Source: an optimization exercise on an open RTL-to-GDS flow (aim: small area and a short achievable clock period). Production flows keep margins and buffers that such runs may drop. No functional check of the RTL was part of any run shown here. Power and IR drop assume default switching activity.

### flow/flow/run.sh
#!/bin/bash
# The standard layout (standard.sh), with two changes to how it is made:
# - the port buffers use the smallest buffer cell instead of buffer_ports' default;
# - repair_timing works towards a setup slack of 8 ns at the design's clock period.
# The output of every step goes to standard.log here (ORFS's own per-step logs stay in orfs/logs).
set -euo pipefail
bash standard.sh "BUFFER_PORTS_ARGS=-buffer_cell sky130_fd_sc_hd__buf_1" SETUP_SLACK_MARGIN=8 finish > standard.log 2>&1
### flow/standard.sh
#!/bin/bash
# synth_recipe.tcl (not shown) runs the flow's synth.tcl, then flattens the netlist and writes it again
# the make line also repeats each setting of config.mk as NAME=value (left out here)
make -C /OpenROAD-flow-scripts/flow DESIGN_CONFIG=/design/flow/config.mk WORK_HOME=/design/flow/orfs CLKGATE_MAP_FILE= SYNTH_SCRIPT=/design/flow/synth_recipe.tcl "${@:-finish}"
### flow/config.mk
export PLATFORM = sky130hd
export DESIGN_NAME = tod_core
export DESIGN_NICKNAME = tod_core
export VERILOG_FILES = /design/flow/design.v
export SDC_FILE = /design/flow/constraint.sdc
export NUM_CORES = 4
export LEC_CHECK = 0
export CAP_MARGIN = 20
export CORE_MARGIN = 2
export CORE_UTILIZATION = 40
export SLEW_MARGIN = 20
### flow/constraint.sdc
create_clock -name core_clock -period 18.0 [get_ports {clk}]
set_input_delay 3.6000 -clock core_clock [delete_from_list [all_inputs] [get_ports {clk}]]
set_output_delay 3.6000 -clock core_clock [all_outputs]
set_load 0.01 [all_outputs]
### flow/design.v
module tod_core #(parameter TIME_WIDTH_SUB_NS=20, TIME_WIDTH_NS=32, TIME_WIDTH_SEC=48) (
    input clk,
    input rst_n,
    input set_init_time,  
    input set_offset_time,  
    input plus_offset_time,  
    input wire [TIME_WIDTH_SUB_NS-1:0] init_time_sub_ns,
    input wire [TIME_WIDTH_NS-1:0] init_time_ns,
    input wire [TIME_WIDTH_SEC-1:0] init_time_sec,
    input wire [TIME_WIDTH_SUB_NS-1:0] offset_time_sub_ns,
    input wire [TIME_WIDTH_NS-1:0] offset_time_ns,  
    input wire [TIME_WIDTH_SUB_NS-1:0] incr_time_sub_ns,
    input wire [TIME_WIDTH_NS-1:0] incr_time_ns,
    output reg [TIME_WIDTH_SUB_NS-1:0] time_sub_ns,
    output reg [TIME_WIDTH_NS-1:0] time_ns,
    output reg [TIME_WIDTH_SEC-1:0] time_sec
);
localparam W = TIME_WIDTH_SUB_NS + TIME_WIDTH_NS;    
localparam LW = TIME_WIDTH_SUB_NS + 9;                 
localparam HW = W - LW;                                
localparam [HW-1:0] KP = 23'd1953125;                  
localparam [HW-1:0] KM = -23'd1953125;
wire minus = set_offset_time & ~plus_offset_time;
wire [W-1:0] a = {time_ns, time_sub_ns};
wire [W-1:0] b = {incr_time_ns, incr_time_sub_ns};
wire [W-1:0] c = {W{set_offset_time}} & ({offset_time_ns, offset_time_sub_ns} ^ {W{minus}});
wire [W-1:0] x = a ^ b ^ c;
wire [W-1:0] y = {(a[W-2:0] & b[W-2:0]) | (a[W-2:0] & c[W-2:0]) | (b[W-2:0] & c[W-2:0]), 1'b0};
wire [LW-1:0] lo;
wire c9;
tod_add_lo u_lo (.a(x[LW-1:0]), .b(y[LW-1:0]), .cin(minus), .s(lo), .cout(c9));
wire [HW-1:0] xu = x[W-1:LW];
wire [HW-1:0] yu = y[W-1:LW];
wire [HW-1:0] xp = xu ^ yu ^ KP;
wire [HW-1:0] yp = {(xu[HW-2:0] & yu[HW-2:0]) | (xu[HW-2:0] & KP[HW-2:0]) | (yu[HW-2:0] & KP[HW-2:0]), 1'b0};
wire [HW-1:0] xm = xu ^ yu ^ KM;
wire [HW-1:0] ym = {(xu[HW-2:0] & yu[HW-2:0]) | (xu[HW-2:0] & KM[HW-2:0]) | (yu[HW-2:0] & KM[HW-2:0]), 1'b0};
wire [HW-1:0] u0, up, um;
wire co0, cop, com;
tod_add_hi u_h0 (.a(xu), .b(yu), .cin(c9), .s(u0), .cout(co0));
tod_add_hi u_hp (.a(xp), .b(yp), .cin(c9), .s(up), .cout(cop));
tod_add_hi u_hm (.a(xm), .b(ym), .cin(c9), .s(um), .cout(com));
wire sec_dec = u0[HW-1];                  
wire sec_adv = ~um[HW-1] & ~sec_dec;      
wire [HW-1:0] ns_hi = sec_dec ? up : (sec_adv ? um : u0);
wire [TIME_WIDTH_SEC-1:0] ones, zeros;
assign ones[0] = 1'b1;
assign zeros[0] = 1'b1;
genvar k;
generate for (k = 1; k < TIME_WIDTH_SEC; k = k + 1) begin : g_pre
    assign ones[k] = ones[k-1] & time_sec[k-1];
    assign zeros[k] = zeros[k-1] & ~time_sec[k-1];
end endgenerate
wire [TIME_WIDTH_SEC-1:0] sec_nxt = time_sec ^ (({TIME_WIDTH_SEC{sec_adv}} & ones) | ({TIME_WIDTH_SEC{sec_dec}} & zeros));
always @(posedge clk or negedge rst_n) begin
    if (!rst_n) begin
        time_sub_ns <= {TIME_WIDTH_SUB_NS{1'b0}};
        time_ns <= {TIME_WIDTH_NS{1'b0}};
        time_sec <= {TIME_WIDTH_SEC{1'b0}};
    end
    else if (set_init_time) begin
        time_sub_ns <= init_time_sub_ns;
        time_ns <= init_time_ns;
        time_sec <= init_time_sec;
    end
    else begin
        time_sub_ns <= lo[TIME_WIDTH_SUB_NS-1:0];
        time_ns <= {ns_hi, lo[LW-1:TIME_WIDTH_SUB_NS]};
        time_sec <= sec_nxt;
    end
end
endmodule
module tod_add_lo (input [28:0] a, input [28:0] b, input cin, output [28:0] s, output cout);
wire [29:0] g0 = {a & b, cin};
wire [29:0] p0 = {a ^ b, 1'b0};
wire g1_1 = g0[1] | (p0[1] & g0[0]);
wire p1_1 = p0[1] & p0[0];
wire g1_3 = g0[3] | (p0[3] & g0[2]);
wire p1_3 = p0[3] & p0[2];
wire g1_5 = g0[5] | (p0[5] & g0[4]);
wire p1_5 = p0[5] & p0[4];
wire g1_7 = g0[7] | (p0[7] & g0[6]);
wire p1_7 = p0[7] & p0[6];
wire g1_9 = g0[9] | (p0[9] & g0[8]);
wire p1_9 = p0[9] & p0[8];
wire g1_11 = g0[11] | (p0[11] & g0[10]);
wire p1_11 = p0[11] & p0[10];
wire g1_13 = g0[13] | (p0[13] & g0[12]);
wire p1_13 = p0[13] & p0[12];
wire g1_15 = g0[15] | (p0[15] & g0[14]);
wire p1_15 = p0[15] & p0[14];
wire g1_17 = g0[17] | (p0[17] & g0[16]);
wire p1_17 = p0[17] & p0[16];
wire g1_19 = g0[19] | (p0[19] & g0[18]);
wire p1_19 = p0[19] & p0[18];
wire g1_21 = g0[21] | (p0[21] & g0[20]);
wire p1_21 = p0[21] & p0[20];
wire g1_23 = g0[23] | (p0[23] & g0[22]);
wire p1_23 = p0[23] & p0[22];
wire g1_25 = g0[25] | (p0[25] & g0[24]);
wire p1_25 = p0[25] & p0[24];
wire g1_27 = g0[27] | (p0[27] & g0[26]);
wire p1_27 = p0[27] & p0[26];
wire g1_29 = g0[29] | (p0[29] & g0[28]);
wire p1_29 = p0[29] & p0[28];
wire g2_2 = g0[2] | (p0[2] & g1_1);
wire p2_2 = p0[2] & p1_1;
wire g2_3 = g1_3 | (p1_3 & g1_1);
wire p2_3 = p1_3 & p1_1;
wire g2_6 = g0[6] | (p0[6] & g1_5);
wire p2_6 = p0[6] & p1_5;
wire g2_7 = g1_7 | (p1_7 & g1_5);
wire p2_7 = p1_7 & p1_5;
wire g2_10 = g0[10] | (p0[10] & g1_9);
wire p2_10 = p0[10] & p1_9;
wire g2_11 = g1_11 | (p1_11 & g1_9);
wire p2_11 = p1_11 & p1_9;
wire g2_14 = g0[14] | (p0[14] & g1_13);
wire p2_14 = p0[14] & p1_13;
wire g2_15 = g1_15 | (p1_15 & g1_13);
wire p2_15 = p1_15 & p1_13;
wire g2_18 = g0[18] | (p0[18] & g1_17);
wire p2_18 = p0[18] & p1_17;
wire g2_19 = g1_19 | (p1_19 & g1_17);
wire p2_19 = p1_19 & p1_17;
wire g2_22 = g0[22] | (p0[22] & g1_21);
wire p2_22 = p0[22] & p1_21;
wire g2_23 = g1_23 | (p1_23 & g1_21);
wire p2_23 = p1_23 & p1_21;
wire g2_26 = g0[26] | (p0[26] & g1_25);
wire p2_26 = p0[26] & p1_25;
wire g2_27 = g1_27 | (p1_27 & g1_25);
wire p2_27 = p1_27 & p1_25;
wire g3_4 = g0[4] | (p0[4] & g2_3);
wire p3_4 = p0[4] & p2_3;
wire g3_5 = g1_5 | (p1_5 & g2_3);
wire p3_5 = p1_5 & p2_3;
wire g3_6 = g2_6 | (p2_6 & g2_3);
wire p3_6 = p2_6 & p2_3;
wire g3_7 = g2_7 | (p2_7 & g2_3);
wire p3_7 = p2_7 & p2_3;
wire g3_12 = g0[12] | (p0[12] & g2_11);
wire p3_12 = p0[12] & p2_11;
wire g3_13 = g1_13 | (p1_13 & g2_11);
wire p3_13 = p1_13 & p2_11;
wire g3_14 = g2_14 | (p2_14 & g2_11);
wire p3_14 = p2_14 & p2_11;
wire g3_15 = g2_15 | (p2_15 & g2_11);
wire p3_15 = p2_15 & p2_11;
wire g3_20 = g0[20] | (p0[20] & g2_19);
wire p3_20 = p0[20] & p2_19;
wire g3_21 = g1_21 | (p1_21 & g2_19);
wire p3_21 = p1_21 & p2_19;
wire g3_22 = g2_22 | (p2_22 & g2_19);
wire p3_22 = p2_22 & p2_19;
wire g3_23 = g2_23 | (p2_23 & g2_19);
wire p3_23 = p2_23 & p2_19;
wire g3_28 = g0[28] | (p0[28] & g2_27);
wire p3_28 = p0[28] & p2_27;
wire g3_29 = g1_29 | (p1_29 & g2_27);
wire p3_29 = p1_29 & p2_27;
wire g4_8 = g0[8] | (p0[8] & g3_7);
wire p4_8 = p0[8] & p3_7;
wire g4_9 = g1_9 | (p1_9 & g3_7);
wire p4_9 = p1_9 & p3_7;
wire g4_10 = g2_10 | (p2_10 & g3_7);
wire p4_10 = p2_10 & p3_7;
wire g4_11 = g2_11 | (p2_11 & g3_7);
wire p4_11 = p2_11 & p3_7;
wire g4_12 = g3_12 | (p3_12 & g3_7);
wire p4_12 = p3_12 & p3_7;
wire g4_13 = g3_13 | (p3_13 & g3_7);
wire p4_13 = p3_13 & p3_7;
wire g4_14 = g3_14 | (p3_14 & g3_7);
wire p4_14 = p3_14 & p3_7;
wire g4_15 = g3_15 | (p3_15 & g3_7);
wire p4_15 = p3_15 & p3_7;
wire g4_24 = g0[24] | (p0[24] & g3_23);
wire p4_24 = p0[24] & p3_23;
wire g4_25 = g1_25 | (p1_25 & g3_23);
wire p4_25 = p1_25 & p3_23;
wire g4_26 = g2_26 | (p2_26 & g3_23);
wire p4_26 = p2_26 & p3_23;
wire g4_27 = g2_27 | (p2_27 & g3_23);
wire p4_27 = p2_27 & p3_23;
wire g4_28 = g3_28 | (p3_28 & g3_23);
wire p4_28 = p3_28 & p3_23;
wire g4_29 = g3_29 | (p3_29 & g3_23);
wire p4_29 = p3_29 & p3_23;
wire g5_16 = g0[16] | (p0[16] & g4_15);
wire p5_16 = p0[16] & p4_15;
wire g5_17 = g1_17 | (p1_17 & g4_15);
wire p5_17 = p1_17 & p4_15;
wire g5_18 = g2_18 | (p2_18 & g4_15);
wire p5_18 = p2_18 & p4_15;
wire g5_19 = g2_19 | (p2_19 & g4_15);
wire p5_19 = p2_19 & p4_15;
wire g5_20 = g3_20 | (p3_20 & g4_15);
wire p5_20 = p3_20 & p4_15;
wire g5_21 = g3_21 | (p3_21 & g4_15);
wire p5_21 = p3_21 & p4_15;
wire g5_22 = g3_22 | (p3_22 & g4_15);
wire p5_22 = p3_22 & p4_15;
wire g5_23 = g3_23 | (p3_23 & g4_15);
wire p5_23 = p3_23 & p4_15;
wire g5_24 = g4_24 | (p4_24 & g4_15);
wire p5_24 = p4_24 & p4_15;
wire g5_25 = g4_25 | (p4_25 & g4_15);
wire p5_25 = p4_25 & p4_15;
wire g5_26 = g4_26 | (p4_26 & g4_15);
wire p5_26 = p4_26 & p4_15;
wire g5_27 = g4_27 | (p4_27 & g4_15);
wire p5_27 = p4_27 & p4_15;
wire g5_28 = g4_28 | (p4_28 & g4_15);
wire p5_28 = p4_28 & p4_15;
wire g5_29 = g4_29 | (p4_29 & g4_15);
wire p5_29 = p4_29 & p4_15;
wire [29:0] cy;
assign cy[0] = g0[0];
assign cy[1] = g1_1;
assign cy[2] = g2_2;
assign cy[3] = g2_3;
assign cy[4] = g3_4;
assign cy[5] = g3_5;
assign cy[6] = g3_6;
assign cy[7] = g3_7;
assign cy[8] = g4_8;
assign cy[9] = g4_9;
assign cy[10] = g4_10;
assign cy[11] = g4_11;
assign cy[12] = g4_12;
assign cy[13] = g4_13;
assign cy[14] = g4_14;
assign cy[15] = g4_15;
assign cy[16] = g5_16;
assign cy[17] = g5_17;
assign cy[18] = g5_18;
assign cy[19] = g5_19;
assign cy[20] = g5_20;
assign cy[21] = g5_21;
assign cy[22] = g5_22;
assign cy[23] = g5_23;
assign cy[24] = g5_24;
assign cy[25] = g5_25;
assign cy[26] = g5_26;
assign cy[27] = g5_27;
assign cy[28] = g5_28;
assign cy[29] = g5_29;
assign s = p0[29:1] ^ cy[28:0];
assign cout = cy[29];
endmodule
module tod_add_hi (input [22:0] a, input [22:0] b, input cin, output [22:0] s, output cout);
wire [23:0] g0 = {a & b, cin};
wire [23:0] p0 = {a ^ b, 1'b0};
wire g1_1 = g0[1] | (p0[1] & g0[0]);
wire p1_1 = p0[1] & p0[0];
wire g1_3 = g0[3] | (p0[3] & g0[2]);
wire p1_3 = p0[3] & p0[2];
wire g1_5 = g0[5] | (p0[5] & g0[4]);
wire p1_5 = p0[5] & p0[4];
wire g1_7 = g0[7] | (p0[7] & g0[6]);
wire p1_7 = p0[7] & p0[6];
wire g1_9 = g0[9] | (p0[9] & g0[8]);
wire p1_9 = p0[9] & p0[8];
wire g1_11 = g0[11] | (p0[11] & g0[10]);
wire p1_11 = p0[11] & p0[10];
wire g1_13 = g0[13] | (p0[13] & g0[12]);
wire p1_13 = p0[13] & p0[12];
wire g1_15 = g0[15] | (p0[15] & g0[14]);
wire p1_15 = p0[15] & p0[14];
wire g1_17 = g0[17] | (p0[17] & g0[16]);
wire p1_17 = p0[17] & p0[16];
wire g1_19 = g0[19] | (p0[19] & g0[18]);
wire p1_19 = p0[19] & p0[18];
wire g1_21 = g0[21] | (p0[21] & g0[20]);
wire p1_21 = p0[21] & p0[20];
wire g1_23 = g0[23] | (p0[23] & g0[22]);
wire p1_23 = p0[23] & p0[22];
wire g2_2 = g0[2] | (p0[2] & g1_1);
wire p2_2 = p0[2] & p1_1;
wire g2_3 = g1_3 | (p1_3 & g1_1);
wire p2_3 = p1_3 & p1_1;
wire g2_6 = g0[6] | (p0[6] & g1_5);
wire p2_6 = p0[6] & p1_5;
wire g2_7 = g1_7 | (p1_7 & g1_5);
wire p2_7 = p1_7 & p1_5;
wire g2_10 = g0[10] | (p0[10] & g1_9);
wire p2_10 = p0[10] & p1_9;
wire g2_11 = g1_11 | (p1_11 & g1_9);
wire p2_11 = p1_11 & p1_9;
wire g2_14 = g0[14] | (p0[14] & g1_13);
wire p2_14 = p0[14] & p1_13;
wire g2_15 = g1_15 | (p1_15 & g1_13);
wire p2_15 = p1_15 & p1_13;
wire g2_18 = g0[18] | (p0[18] & g1_17);
wire p2_18 = p0[18] & p1_17;
wire g2_19 = g1_19 | (p1_19 & g1_17);
wire p2_19 = p1_19 & p1_17;
wire g2_22 = g0[22] | (p0[22] & g1_21);
wire p2_22 = p0[22] & p1_21;
wire g2_23 = g1_23 | (p1_23 & g1_21);
wire p2_23 = p1_23 & p1_21;
wire g3_4 = g0[4] | (p0[4] & g2_3);
wire p3_4 = p0[4] & p2_3;
wire g3_5 = g1_5 | (p1_5 & g2_3);
wire p3_5 = p1_5 & p2_3;
wire g3_6 = g2_6 | (p2_6 & g2_3);
wire p3_6 = p2_6 & p2_3;
wire g3_7 = g2_7 | (p2_7 & g2_3);
wire p3_7 = p2_7 & p2_3;
wire g3_12 = g0[12] | (p0[12] & g2_11);
wire p3_12 = p0[12] & p2_11;
wire g3_13 = g1_13 | (p1_13 & g2_11);
wire p3_13 = p1_13 & p2_11;
wire g3_14 = g2_14 | (p2_14 & g2_11);
wire p3_14 = p2_14 & p2_11;
wire g3_15 = g2_15 | (p2_15 & g2_11);
wire p3_15 = p2_15 & p2_11;
wire g3_20 = g0[20] | (p0[20] & g2_19);
wire p3_20 = p0[20] & p2_19;
wire g3_21 = g1_21 | (p1_21 & g2_19);
wire p3_21 = p1_21 & p2_19;
wire g3_22 = g2_22 | (p2_22 & g2_19);
wire p3_22 = p2_22 & p2_19;
wire g3_23 = g2_23 | (p2_23 & g2_19);
wire p3_23 = p2_23 & p2_19;
wire g4_8 = g0[8] | (p0[8] & g3_7);
wire p4_8 = p0[8] & p3_7;
wire g4_9 = g1_9 | (p1_9 & g3_7);
wire p4_9 = p1_9 & p3_7;
wire g4_10 = g2_10 | (p2_10 & g3_7);
wire p4_10 = p2_10 & p3_7;
wire g4_11 = g2_11 | (p2_11 & g3_7);
wire p4_11 = p2_11 & p3_7;
wire g4_12 = g3_12 | (p3_12 & g3_7);
wire p4_12 = p3_12 & p3_7;
wire g4_13 = g3_13 | (p3_13 & g3_7);
wire p4_13 = p3_13 & p3_7;
wire g4_14 = g3_14 | (p3_14 & g3_7);
wire p4_14 = p3_14 & p3_7;
wire g4_15 = g3_15 | (p3_15 & g3_7);
wire p4_15 = p3_15 & p3_7;
wire g5_16 = g0[16] | (p0[16] & g4_15);
wire p5_16 = p0[16] & p4_15;
wire g5_17 = g1_17 | (p1_17 & g4_15);
wire p5_17 = p1_17 & p4_15;
wire g5_18 = g2_18 | (p2_18 & g4_15);
wire p5_18 = p2_18 & p4_15;
wire g5_19 = g2_19 | (p2_19 & g4_15);
wire p5_19 = p2_19 & p4_15;
wire g5_20 = g3_20 | (p3_20 & g4_15);
wire p5_20 = p3_20 & p4_15;
wire g5_21 = g3_21 | (p3_21 & g4_15);
wire p5_21 = p3_21 & p4_15;
wire g5_22 = g3_22 | (p3_22 & g4_15);
wire p5_22 = p3_22 & p4_15;
wire g5_23 = g3_23 | (p3_23 & g4_15);
wire p5_23 = p3_23 & p4_15;
wire [23:0] cy;
assign cy[0] = g0[0];
assign cy[1] = g1_1;
assign cy[2] = g2_2;
assign cy[3] = g2_3;
assign cy[4] = g3_4;
assign cy[5] = g3_5;
assign cy[6] = g3_6;
assign cy[7] = g3_7;
assign cy[8] = g4_8;
assign cy[9] = g4_9;
assign cy[10] = g4_10;
assign cy[11] = g4_11;
assign cy[12] = g4_12;
assign cy[13] = g4_13;
assign cy[14] = g4_14;
assign cy[15] = g4_15;
assign cy[16] = g5_16;
assign cy[17] = g5_17;
assign cy[18] = g5_18;
assign cy[19] = g5_19;
assign cy[20] = g5_20;
assign cy[21] = g5_21;
assign cy[22] = g5_22;
assign cy[23] = g5_23;
assign s = p0[23:1] ^ cy[22:0];
assign cout = cy[23];
endmodule
==> results of run 1 <==
report_power, final:
| part | internal [mW] | switching, mW |
|---|---|---|
| clock | 0.115 | 0.109 |
| sequential | 0.306 | 0.0656 |
| combinational | 1.16 | 1.61 |
| total | 1.58 | 1.78 |
cell families (layout without fill, tap and decap cells):
logic type                 after synthesis  after routing  synth area share, %
AOI/OAI and AO/OA                      296            296                 15.6
other                                    0              1                    0
DFF                                    100            100                 20.5
and+or+nand+nor                        395            396                 16.0
muxes                                   14             14                 1.22
xor gates and xnor gates               165            165                 11.9
adders and majority gates              194            194                 24.7
buffers and inverters                  321            624                 10.1
sequential cells by signal, indices dropped and copies added (netlist names):
name,count
time_sub_ns,20
time_sec,48
time_ns,32
timing repair:
| action | 4_1_cts | 5_1_grt |
|---|---|---|
| resized for setup | 27 | 27 |
| buffers inserted | 8 | 12 |
| pin swaps | 8 | 11 |
| endpoints found under the setup margin | 71 | 68 |
| endpoints found under the hold margin | 0 | 0 |
| cloned | 1 | 2 |
layer usage:
layer,wire (microns),track usage [%]
met1,16700,30.0
met2,17400,38.2
met3,1740,2.93
met4,782,6.54
met5,0,0
how the worst min path moves through the flow:
stage	endpoint	slack, ps	from	cells past startpoint
finish	time_sec[29]	660	time_sec[29]	2
global route	time_sec[8]	710	time_sec[8]	2
CTS	time_sec[32]	660	time_sec[32]	2
detailed placement	time_sec[47]	640	time_sec[47]	2
global placement	time_sec[47]	590	time_sec[47]	2
floorplan	time_sec[47]	620	time_sec[47]	2
final cells by class:
cell class              count  area, sq um
fillers                  3018        15300
multi-input cells        1065         8710
flip-flops and latches    100         2500
repair buffers            339         1530
inverters                 269         1010
well taps                 390          488
clock buffers              10          239
clock inverters             6         82.6
diodes                      1         2.50
synthesized netlist by cell type (all sizes together), types with 19 or more instances:
cell type / number
ha: 116
nor3: 34
nor2: 63
clkbuf: 38
a21oi: 55
fa: 78
a21o: 20
inv: 269
a211oi: 19
dfrtp: 100
nor4: 20
xor2: 64
o21ai: 97
nand2: 167
o21a: 21
xnor2: 100
worst min-delay path, stage by stage (launching register included):
cell	delay [ps]
dfrtp_1	400
xor2_1	90
o21ai_1	120
==> summary.md, run 1 <==
| Metric | Value |
|---|---|
| Slew @ Worst Pin | 899 ps |
| Hold WS | 658 ps |
| Post-synth EDFFs | 0 |
| Register area share after synthesis | 20.5% |
| Kind of start point of the critical path | input port |
| Synth Flop Type | dfrtp_1 |
| Power Density | 231 nW/um^2 |
| CP max stage delay | 520 ps |
| Status | complete, no violations |
| Port bufs | 308 |
| Fin. Hold Viols | 0 |
| CTS Buffer Depth | 2 |
| Cts hold-fix bufs | 0 |
| Via count | 11,159 |
| Maximum number of pins on one net before global-route repair | 79 |
| Final std cells w/o fill | 2,180 |
| Max-Cap Viols | 0 |
| Drt via density | 5.12 |
| Final Critical Period | 9750 ps |
| Placed cells | 2,140 |
| H-tree depth | 3 |
| CP endpoint kind | register |
| DRC | 0 |
| Synth Net Count | 1,888 |
| Synth-to-layout area growth | 19.3% |
| Warnings from Yosys | 1 |
| Worst path depth | 29 |
| Synth cell types | 74 |
| Crit path kind | input port to register |
| Core outline area | 29,900 sq um |
| WP buf/inv | 4 |
| Wire length per cell | 16.8 microns |
| RSZ-0062 raised after global routing | false |
| Fmax | 103 MHz |
| Synth async-reset ratio | 100% |
| Leak Pwr | 6.77 nW |
| Dpl cell area | 13,700 sq um |
| Overall routing resource usage | 22.5% |
| Crit share post-route | 54.2% |
| Delay-heaviest family, CP | compound AO/OA/AOI/OAI gates |
| Num CTS Buffers | 9 |
| Pwr Total | 3.36 mW |
| Die Y | 179 microns |
| Setup Viol. Count Final | 0 |
| Critical path fanouts, max | 17 |
| Required time worst endpoint | 18,300 ps |
| #FFs+latches synth | 100 |
| Sink Count | 100 |
| CP startpoint | plus_offset_time |
| Layout Skew | 9.77 ps |
| Flop-to-flop setup slack | 11,720 ps |
| Leading cell types in the layout, fill and taps excluded | 304 x buf_1, 269 x inv_1, 167 x nand2_1 |
| Vias in the first global route | 10,996 |
| Slew Limit Headroom | 40.0% |
| GP Congestion | 0.866 |
| Crit path arrival time | 10,050 ps |
| Fin area | 14,600 sq um |
| Ports | 309 |
| Peak supply drop | 0.000221 V |
| Row count | 63 |
| Synth area leader | dfrtp_1 |
| Crit-path slowest cell | fa_2 |
| CTS clock-pin slew for the worst setup and hold paths | 80 ps |
| Share of post-route cells with drive strength above 1 | 6.04% |
| CTS tree | done |
| Congestion Overflow GR | 0 |
| Antenna violations before repair | 0 |
| Starting DRT DRC Count | 585 |
| R2R cell count | 26 |
| Clock root cell | clkbuf_16 |
| Worst Setup EP | time_sec[8] |
| First-pass GRT wire length | 56.5 mm |
| Remaining antenna violation count | 0 |
| Most common library cell in the layout ignoring fill and taps | buf_1 |
| Final Max Slew Viols | 0 |
| Pre-antenna DRT Iters | 5 |
| Post-route setup TNS | 0 ps |
| Final Util | 48.7% |
| # nets final | 2,187 |
| DP HPWL | 28.3 mm |
| Top cell type's share of synthesized area | 20.5% |
| Synthesized cell area | 12,200 sq um |
| Drt total wl | 36.6 mm |
| Cell mode on critical path | a21oi_4 |
| Final Worst Setup Slack | 8250 ps |
| Die width | 179 microns |
| Hold Path Class | register to register |
| Clock latency (worst-skew pair) | 370 ps |
| Reg2reg start | time_sub_ns[2] |
| Synth top area cells | dfrtp_1 20%, fa_1 13%, ha_1 12%, inv_1 8.3%, xnor2_1 7.2% |
| Worst R2R End | time_sec[8] |
| Mean post-synth cell area | 8.22 sq um |
| Cells after synthesis | 1,485 |
| Die area | 31,900 sq um |
| Initial Utilization | 40.9% |
| Pre-CTS setup slack | 6080 ps |
==> run 2, diff against run 1 <==
--- a/flow/config.mk
+++ b/flow/config.mk
@@ -9,3 +9,3 @@
 export CORE_MARGIN = 2
-export CORE_UTILIZATION = 40
+export CORE_UTILIZATION = 60
 export SLEW_MARGIN = 20
==> run 2 against run 1 <==
Global-route usage is 8.9 points higher. Non-clock buffer count down 12. Critical endpoint is now time_sec[43]. Worst hold slack lost 9.6 ps. Synthesized cell count unchanged. Critical path type unchanged. Worst setup slack worse by 13 ps. Critical path depth is 1 lower. Maximum frequency shrank 0.14%. Highest routed layer is now met5. Largest power group unchanged. Clock skew is 3.3 ps higher. Combinational power fell by 4%.
==> summary.md, run 2 <==
| Metric | Value |
|---|---|
| Status | complete, no violations |
| RSZ-0062 raised after global routing | false |
| H-tree depth | 3 (unchanged) |
| Post-synth EDFFs | 0 (unchanged) |
| Maximum number of pins on one net before global-route repair | 106 (+34%) |
| Port bufs | 308 (unchanged) |
| Warnings from Yosys | 1 (unchanged) |
| CP max stage delay | 480 ps (-40 ps) |
| Top cell type's share of synthesized area | 20.5% (unchanged) |
| Synth Net Count | 1,888 (unchanged) |
| Synth cell types | 74 (unchanged) |
| CP endpoint kind | register |
| Peak supply drop | 0.000230 V (+4.2%) |
| Die width | 147 microns (-18%) |
| Critical path fanouts, max | 36 (+19) |
| Synth-to-layout area growth | 16.1% |
| Mean post-synth cell area | 8.22 sq um (unchanged) |
| Antenna Cells | 0 (-1) |
| CTS tree | done |
| Ports | 309 (unchanged) |
| Crit-path slowest cell | fa_1 |
| Final Worst Setup Slack | 8240 ps (-13.5 ps) |
| Kind of start point of the critical path | input port |
| Final Max Slew Viols | 0 (unchanged) |
| Antenna violations before repair | 1 (+1) |
| Largest register FFs | 48 (unchanged) |
| WP buf/inv | 4 (unchanged) |
| Synth top area cells | dfrtp_1 20%, fa_1 13%, ha_1 12%, inv_1 8.3%, xnor2_1 7.2% |
| Layout Skew | 13.1 ps (+3.33 ps) |
| Required time worst endpoint | 18,250 ps (-50 ps) |
| Final Critical Period | 9760 ps (+13.5 ps) |
| Pre-antenna DRT Iters | 4 (-1) |
| Post-route setup TNS | 0 ps (unchanged) |
| Clock latency (worst-skew pair) | 370 ps (about the same) |
| R2R cell count | 26 (unchanged) |
| Largest registers | time_sec x48, time_ns x32, time_sub_ns x20 |
| #FFs+latches synth | 100 (unchanged) |
| Crit path kind | input port to register |
| Sequential cell area | 2500 sq um (unchanged) |
| Die Y | 147 microns (-18%) |
| Via count | 11,209 (+0.45%) |
| Cells after synthesis | 1,485 (unchanged) |
| Initial Utilization | 60.7% (+20 points) |
| Area of the multi-input gates | 8610 sq um (-1.1%) |
| DRC | 0 (unchanged) |
| Crit path arrival time | 10,010 ps (-40 ps) |
| Fmax | 102 MHz (-0.14%) |
| Crit share post-route | 54.2% (+0.075 points) |
| Hold path cells | 2 (unchanged) |
| Most frequent cell after synthesis | inv_1 |
| Starting DRT DRC Count | 519 (-11%) |
| Setup Viol. Count Final | 0 (unchanged) |
| First-pass GRT wire length | 54.6 mm (-3.3%) |
| Hold Path Class | register to register |
| DP HPWL | 25.4 mm (-10%) |
| Overall routing resource usage | 31.5% (+8.9 points) |
| Power Density | 229 nW/um^2 (-0.82%) |
| Fill count | 1,755 (-42%) |
| # nets final | 2,174 (-0.59%) |
| CTS clock-pin slew for the worst setup and hold paths | 80 ps (about the same) |
| Share of post-route cells with drive strength above 1 | 4.90% (-1.1 points) |
| GP Congestion | 0.864 (-0.23%) |
| Remaining antenna violation count | 0 (unchanged) |
| Die area | 21,500 sq um (-33%) |
| Congestion Overflow GR | 0 (unchanged) |
| Drt via density | 5.48 (+7.0%) |
| Synthesized cell area | 12,200 sq um (unchanged) |
| Synth async-reset ratio | 100% (unchanged) |
| Slew Limit Headroom | 33.7% (-6.4 points) |
| Most common library cell in the layout ignoring fill and taps | buf_1 |
| Wire length per cell | 16.6 microns (-0.87%) |
| Delay-heaviest family, CP | compound AO/OA/AOI/OAI gates |
| CTS Buffer Depth | 2 (unchanged) |
| Pre-CTS setup slack | 6280 ps (+194 ps) |
| Worst path depth | 28 (-3.4%) |
| Vias in the first global route | 11,045 (+0.45%) |
| Sink Count | 100 (unchanged) |
| Register area share after synthesis | 20.5% (unchanged) |
| Drt total wl | 34.0 mm (-7.0%) |
| Synth area leader | dfrtp_1 |
| Synth Flop Type | dfrtp_1 |
| Top cells by count, synth | 269 x inv_1, 167 x nand2_1, 116 x ha_1, 100 x dfrtp_1, 100 x xnor2_1 |
| Leading cell types in the layout, fill and taps excluded | 304 x buf_1, 269 x inv_1, 167 x nand2_1 |
| Max-Cap Viols | 0 (unchanged) |
| Fin. Hold Viols | 0 (unchanged) |
| Largest Register | time_sec |
| Core outline area | 20,100 sq um (-33%) |
| Slew @ Worst Pin | 995 ps (+96.3 ps) |
| Leak Pwr | 6.66 nW (-1.6%) |
| Clock root cell | clkbuf_16 |
| Row count | 52 (-17%) |
| Num CTS Buffers | 9 (unchanged) |
run 2: timing repair:
action                     in CTS  in global routing
setup buffers                   6                  3
hold buffers                    0                  0
resized for setup              16                 22
cloned                          2                  2
setup endpoints to repair      71                 66
pin swaps                       7                  9
run 2: cell type report:
class | count | share of cell area, %
flip-flops and latches | 100 | 17.7
well taps | 270 | 2.38
clock buffers | 9 | 1.59
clock inverters | 7 | 0.477
multi-input cells | 1064 | 60.7
repair buffers | 327 | 10.1
inverters | 269 | 7.12
run 2: per-stage QoR:
step / instance area [sq um] / total power, mW / std cells / hold slack (ps) / utilization, %
finish: 14200 / 3.25 / 2046 / 648 / 70.5
global route: 14200 / 3.57 / 2046 / 697 / 70.5
CTS: 14000 / 3.18 / 2041 / 648 / 69.7
detailed placement: 13600 / 2.91 / 2017 / 627 / 67.5
global placement: 13600 / 2.86 / 2017 / 609 / 67.4
floorplan: 12200 / 2.30 / 1485 / 624 / -
run 2: layer usage:
layer	share of wire [%]	global-route usage, %
met1	44	41.8
met2	48	53.6
met3	6.1	4.47
met4	2.6	9.56
met5	0.035	0
run 2: tightest hold or removal path: cells and delay by family (launching register included):
family                    cells  cell delay (ps)
DFF                           1              410
xor gates and xnor gates      1               80
AOI/OAI and AO/OA             1              130
run 2: path summary, 6_finish.rpt:
kind / from / endpoint / slack (ps)
setup / recovery: set_offset_time / time_sec[43] / 8240
hold / removal: time_sec[32] / time_sec[32] / 650
setup reg to reg: time_sub_ns[2] / time_sec[43] / 11470
hold reg to reg: time_sec[32] / time_sec[32] / 650
max in group asynchronous: rst_n / time_sec[41] / 13420
min in group asynchronous: rst_n / time_ns[19] / 3270
run 2: power breakdown:
group / internal, mW / switching, mW / leakage, nW
combinational: 1.11 / 1.56 / 5.32
clock: 0.0978 / 0.108 / 0.145
sequential: 0.307 / 0.0643 / 1.20
run 2: logic make-up after synthesis:
group / Yosys count / share of synthesized area, %
XOR/XNOR: 165 / 11.9
AND/OR/NAND/NOR: 395 / 16.0
multiplexers: 14 / 1.22
AO/OA/AOI/OAI: 296 / 15.6
adder cells (fa/ha/maj): 194 / 24.7
buffers and inverters: 321 / 10.1
flip-flops: 100 / 20.5
==> run 3, diff against run 2 <==
==> flow/flow/run.sh (replaced) <==
#!/bin/bash
# The standard layout (standard.sh), with three changes to how it is made:
# - synthesis maps the logic with flow/abc.script (an area-oriented ABC script; see flow/synth.tcl);
# - the port buffers use the smallest buffer cell instead of buffer_ports' default;
# - repair_timing works towards a setup slack of 8 ns at the design's clock period.
# The output of every step goes to standard.log here (ORFS's own per-step logs stay in orfs/logs).
set -euo pipefail
export FLOW_ABC_SCRIPT=$PWD/flow/abc.script
bash standard.sh SYNTH_SCRIPT=$PWD/flow/synth.tcl "BUFFER_PORTS_ARGS=-buffer_cell sky130_fd_sc_hd__buf_1" SETUP_SLACK_MARGIN=8 finish > standard.log 2>&1
==> flow/flow/abc.script (new file) <==
&get -n
&st
&dch
&nf -a
&put
==> flow/flow/synth.tcl (new file) <==
# synth_recipe.tcl (the standard synthesis) with one change: ABC maps with
# flow/abc.script in place of ORFS's abc_speed.script. Everything else,
# including the register names and cells, is as in the standard synthesis.
proc synth {args} { yosys synth -nofsm -noshare {*}$args }
proc abc {args} {
  set i [lsearch -exact $args -script]
  if { $i >= 0 } {
    set args [lreplace $args [expr {$i + 1}] [expr {$i + 1}] $::env(FLOW_ABC_SCRIPT)]
  }
  yosys abc {*}$args
}
source $::env(SCRIPTS_DIR)/synth.tcl
# left out here: clear keep_hierarchy, flatten, clean up, hide names made inside functions, write 1_2_yosys.v
--- a/flow/config.mk
+++ b/flow/config.mk
@@ -9,3 +9,3 @@
 export CORE_MARGIN = 2
-export CORE_UTILIZATION = 60
+export CORE_UTILIZATION = 40
 export SLEW_MARGIN = 20
==> run 3 against run 2 <==
Still clean. Die area grew 39%. Non-clock buffer count grew 37. Final cell count grew 5.1%. Combinational power grew 6%. Maximum frequency shrank 0.63%. Synthesized cell count shrank 6.3%. Power grew 4.9%. Clock power is essentially flat. Clock skew grew 6.3 ps. Critical path depth grew 7. Sequential share of layout area shrank 0.22 points.
==> summary.md, run 3 <==
| Metric | Value |
|---|---|
| Pre-antenna DRT Iters | 5 (+1) |
| Synth async-reset ratio | 100% (unchanged) |
| Maximum number of pins on one net before global-route repair | 93 (-12%) |
| Synthesized cell area | 11,400 sq um (-6.7%) |
| Die area | 29,800 sq um (+39%) |
| Largest family of logic cells by synthesized area | adder cells |
| Fmax | 102 MHz (-0.63%) |
| Synth-to-layout area growth | 26.1% |
| Synth top area cells | dfrtp_1 22%, fa_1 14%, ha_1 13%, xnor2_1 9.8%, clkinv_1 9.1% |
| Most common library cell in the layout ignoring fill and taps | buf_1 |
| Largest Register | time_sec |
| Post-Synth Adder-Cell Area | 26.5% (+1.8 points) |
| Post-synth EDFFs | 0 (unchanged) |
| Layout Skew | 19.4 ps (+6.30 ps) |
| Hold Path Class | register to register |
| Initial Utilization | 40.8% (-20 points) |
| Wire length per cell | 16.4 microns (-1.1%) |
| CP max stage delay | 510 ps (+30 ps) |
| Required time worst endpoint | 18,270 ps (+20 ps) |
| Top cells by count, synth | 275 x clkinv_1, 185 x nand2_1, 128 x xnor2_1, 121 x o21ai_0, 116 x ha_1 |
| Flop-to-flop setup slack | 11,460 ps (about the same) |
| Crit path kind | input port to register |
| Clock latency (worst-skew pair) | 370 ps (about the same) |
| Warnings from Yosys | 1 (unchanged) |
| Setup Viol. Count Final | 0 (unchanged) |
| Clock root cell | clkbuf_16 |
| Drt via density | 5.04 (-8.0%) |
| Worst Setup EP | time_sec[45] |
| Worst R2R End | time_sec[45] |
| Leak Pwr | 5.73 nW (-14%) |
| DRC | 0 (unchanged) |
| Sequential cell area | 2500 sq um (unchanged) |
| Synth cell types | 45 (-39%) |
| Remaining antenna violation count | 0 (unchanged) |
| Share of post-route cells with drive strength above 1 | 7.33% (+2.4 points) |
| Ports | 309 (unchanged) |
| Most frequent cell after synthesis | clkinv_1 |
| Slew Limit Headroom | 39.9% (+6.3 points) |
| Cells after synthesis | 1,391 (-6.3%) |
| Final Critical Period | 9830 ps (+62.3 ps) |
| #FFs+latches synth | 100 (unchanged) |
| CTS clock-pin slew for the worst setup and hold paths | 80 ps (about the same) |
| Slew @ Worst Pin | 895 ps (-100 ps) |
| Port bufs | 308 (unchanged) |
| CTS Buffer Depth | 2 (unchanged) |
| R2R cell count | 33 (+27%) |
| Synth Flop Type | dfrtp_1 |
| GP Congestion | 0.868 (+0.43%) |
| CP startpoint | set_offset_time |
| Via count | 10,839 (-3.3%) |
| Die width | 173 microns (+18%) |
| DP HPWL | 25.7 mm (+0.90%) |
| Antenna Cells | 0 (unchanged) |
| First-pass GRT wire length | 55.8 mm (+2.1%) |
| Synth Area in Simple Gates | 14.4% (-1.6 points) |
| # nets final | 2,171 (-0.14%) |
| Antenna violations before repair | 0 (-1) |
| Overall routing resource usage | 23.3% (-8.2 points) |
| Register area share after synthesis | 22.0% (+1.5 points) |
| Num CTS Buffers | 9 (unchanged) |
| Max-Cap Viols | 0 (unchanged) |
| RSZ-0062 raised after global routing | true |
| Multiplexer share of the synthesized area | 0.385% (-0.83 points) |
| Crit-path slowest cell | fa_1 |
| Area of the multi-input gates | 8290 sq um (-3.7%) |
| Final Worst Setup Slack | 8170 ps (-62.3 ps) |
| Crit path arrival time | 10,100 ps (+90 ps) |
| Cts hold-fix bufs | 0 (unchanged) |
| Die Y | 173 microns (+18%) |
| Mean post-synth cell area | 8.19 sq um (-0.44%) |
| Synth Area in Compound Gates | 14.6% (-0.95 points) |
| Core outline area | 27,900 sq um (+39%) |
| Sink Count | 100 (unchanged) |
| Cell mode on critical path | nand2_2 |
| Congestion Overflow GR | 0 (unchanged) |
| XOR/XNOR Fraction of Synth Area | 13.1% (+1.1 points) |
| Row count | 61 (+17%) |
| Starting DRT DRC Count | 525 (+1.2%) |
| Largest register FFs | 48 (unchanged) |
| H-tree depth | 3 (unchanged) |
| Fin. Hold Viols | 0 (unchanged) |
| CTS tree | done |
| Synth area leader | dfrtp_1 |
| Synth Net Count | 1,794 (-5.0%) |
| Kind of start point of the critical path | input port |
| Leading cell types in the layout, fill and taps excluded | 304 x buf_1, 270 x clkinv_1, 180 x nand2_1 |
| Reg2reg start | time_sub_ns[2] |
| Peak supply drop | 0.000175 V (-24%) |
| Largest registers | time_sec x48, time_ns x32, time_sub_ns x20 |
| Crit share post-route | 54.6% (+0.35 points) |
| Pre-CTS setup slack | 5810 ps (-462 ps) |
| Power Density | 237 nW/um^2 (+3.6%) |
| Top cell type's share of synthesized area | 22.0% (+1.5 points) |
| Drt total wl | 35.4 mm (+4.0%) |
| Vias in the first global route | 10,937 (-0.98%) |
| Status | complete, no violations |
| Critical path fanouts, max | 14 (-61%) |
| CP endpoint kind | register |
| Fill count | 2,792 (+59%) |
| Final Max Slew Viols | 0 (unchanged) |
| Post-route setup TNS | 0 ps (unchanged) |
run 3: worst min-delay path by stage:
| stage | to | slack, ps | cells after the start | startpoint |
|---|---|---|---|---|
| after floorplan | time_sec[47] | 590 | 2 | time_sec[47] |
| after global placement | time_sec[47] | 560 | 2 | time_sec[47] |
| after detailed placement | time_sec[47] | 560 | 2 | time_sec[47] |
| after CTS | time_sec[47] | 580 | 2 | time_sec[47] |
| after global routing | time_sec[47] | 640 | 2 | time_sec[47] |
| final | time_sec[47] | 620 | 2 | time_sec[47] |
run 3: cells by family after synthesis:
kind of cell / Yosys count
and+or+nand+nor: 359
AOI/OAI and AO/OA: 289
buffers and inverters: 275
adders and majority gates: 194
xor gates and xnor gates: 170
DFF: 100
muxes: 4
run 3: what timing repair did:
item / 4_1_cts / 5_1_grt
buffers inserted: 23 / 20
resized for setup: 39 / 38
cloned: 5 / 2
pin swaps: 20 / 39
setup endpoints to repair: 71 / 61
run 3: worst max-delay path, delay by kind of cell:
| kind | cells | cell delay [ps] |
|---|---|---|
| AO/OA/AOI/OAI | 11 | 2170 |
| XOR/XNOR | 1 | 120 |
| adder cells (fa/ha/maj) | 3 | 980 |
| buffers and inverters | 5 | 730 |
| AND/OR/NAND/NOR | 15 | 2490 |
run 3: power by group:
group	internal, mW	total [mW]	switching [mW]
Combinational	1.19	2.83	1.64
Clock	0.0974	0.206	0.109
Sequential	0.306	0.372	0.0657
run 3: metal layers:
layer	GRT usage [%]	wire (microns)	vias up
met4	6.71	818	0
met3	2.02	1510	51
met1	31.2	16000	5165
met2	40.2	17100	315
li1	-	-	5308
met5	0	0	-
run 3: final cells by class:
cell class,count,area share [%]
clock inverters,6,0.357
flip-flops and latches,100,17.4
inverters,275,7.21
multi-input cells,1018,57.7
repair buffers,364,12.4
well taps,378,3.30
clock buffers,10,1.60
run 3: stage by stage:
| step | std cells | hold slack [ps] | utilization, % | power (mW) | cell area, sq um |
|---|---|---|---|---|---|
| floorplan | 1391 | 585 | - | 2.16 | 11500 |
| global placement | 2085 | 561 | 47.1 | 2.77 | 13200 |
| detailed placement | 2085 | 565 | 47.1 | 2.81 | 13200 |
| CTS | 2129 | 580 | 49.9 | 3.30 | 13900 |
| global route | 2151 | 645 | 51.4 | 3.73 | 14400 |
| finish | 2151 | 616 | 51.4 | 3.41 | 14400 |

-- afterwards: timing with drivers on the ports --
No port has a modelled driver above. Below, the same layouts with a new extraction and two added sets of constraints.
Step 1 assumes that a clkbuf_16 drives the clock port and a buf_2 every other input.
Step 2, shift: input delay + t, output delay - t, t = (earliest + latest rising clock arrival at the registers) / 2. This alone moves slack from input paths to output paths.
Slacks: ideal / step 1 / step 2; pairs: ideal / step 1.
| run | t (ns) | setup WS [ns] | worst setup path after step 2 | worst slew at a driven data input, ns | cell pins on the clock port's net |
|---|---|---|---|---|---|
| run 1 | 0.416 | 8.249 / 8.254 / 7.837 | input to register | 0.09 | 1 |
| run 2 | 0.410 | 8.236 / 8.105 / 7.695 | input to register | 0.22 | 1 |
| run 3 | 0.416 | 8.173 / 8.176 / 7.760 | input to register | 0.07 | 1 |
After both steps setup and hold are still met in every run listed. The setup slack of run 2, which loses most, moves by -0.131 ns with the drivers and by -0.541 ns with both steps.
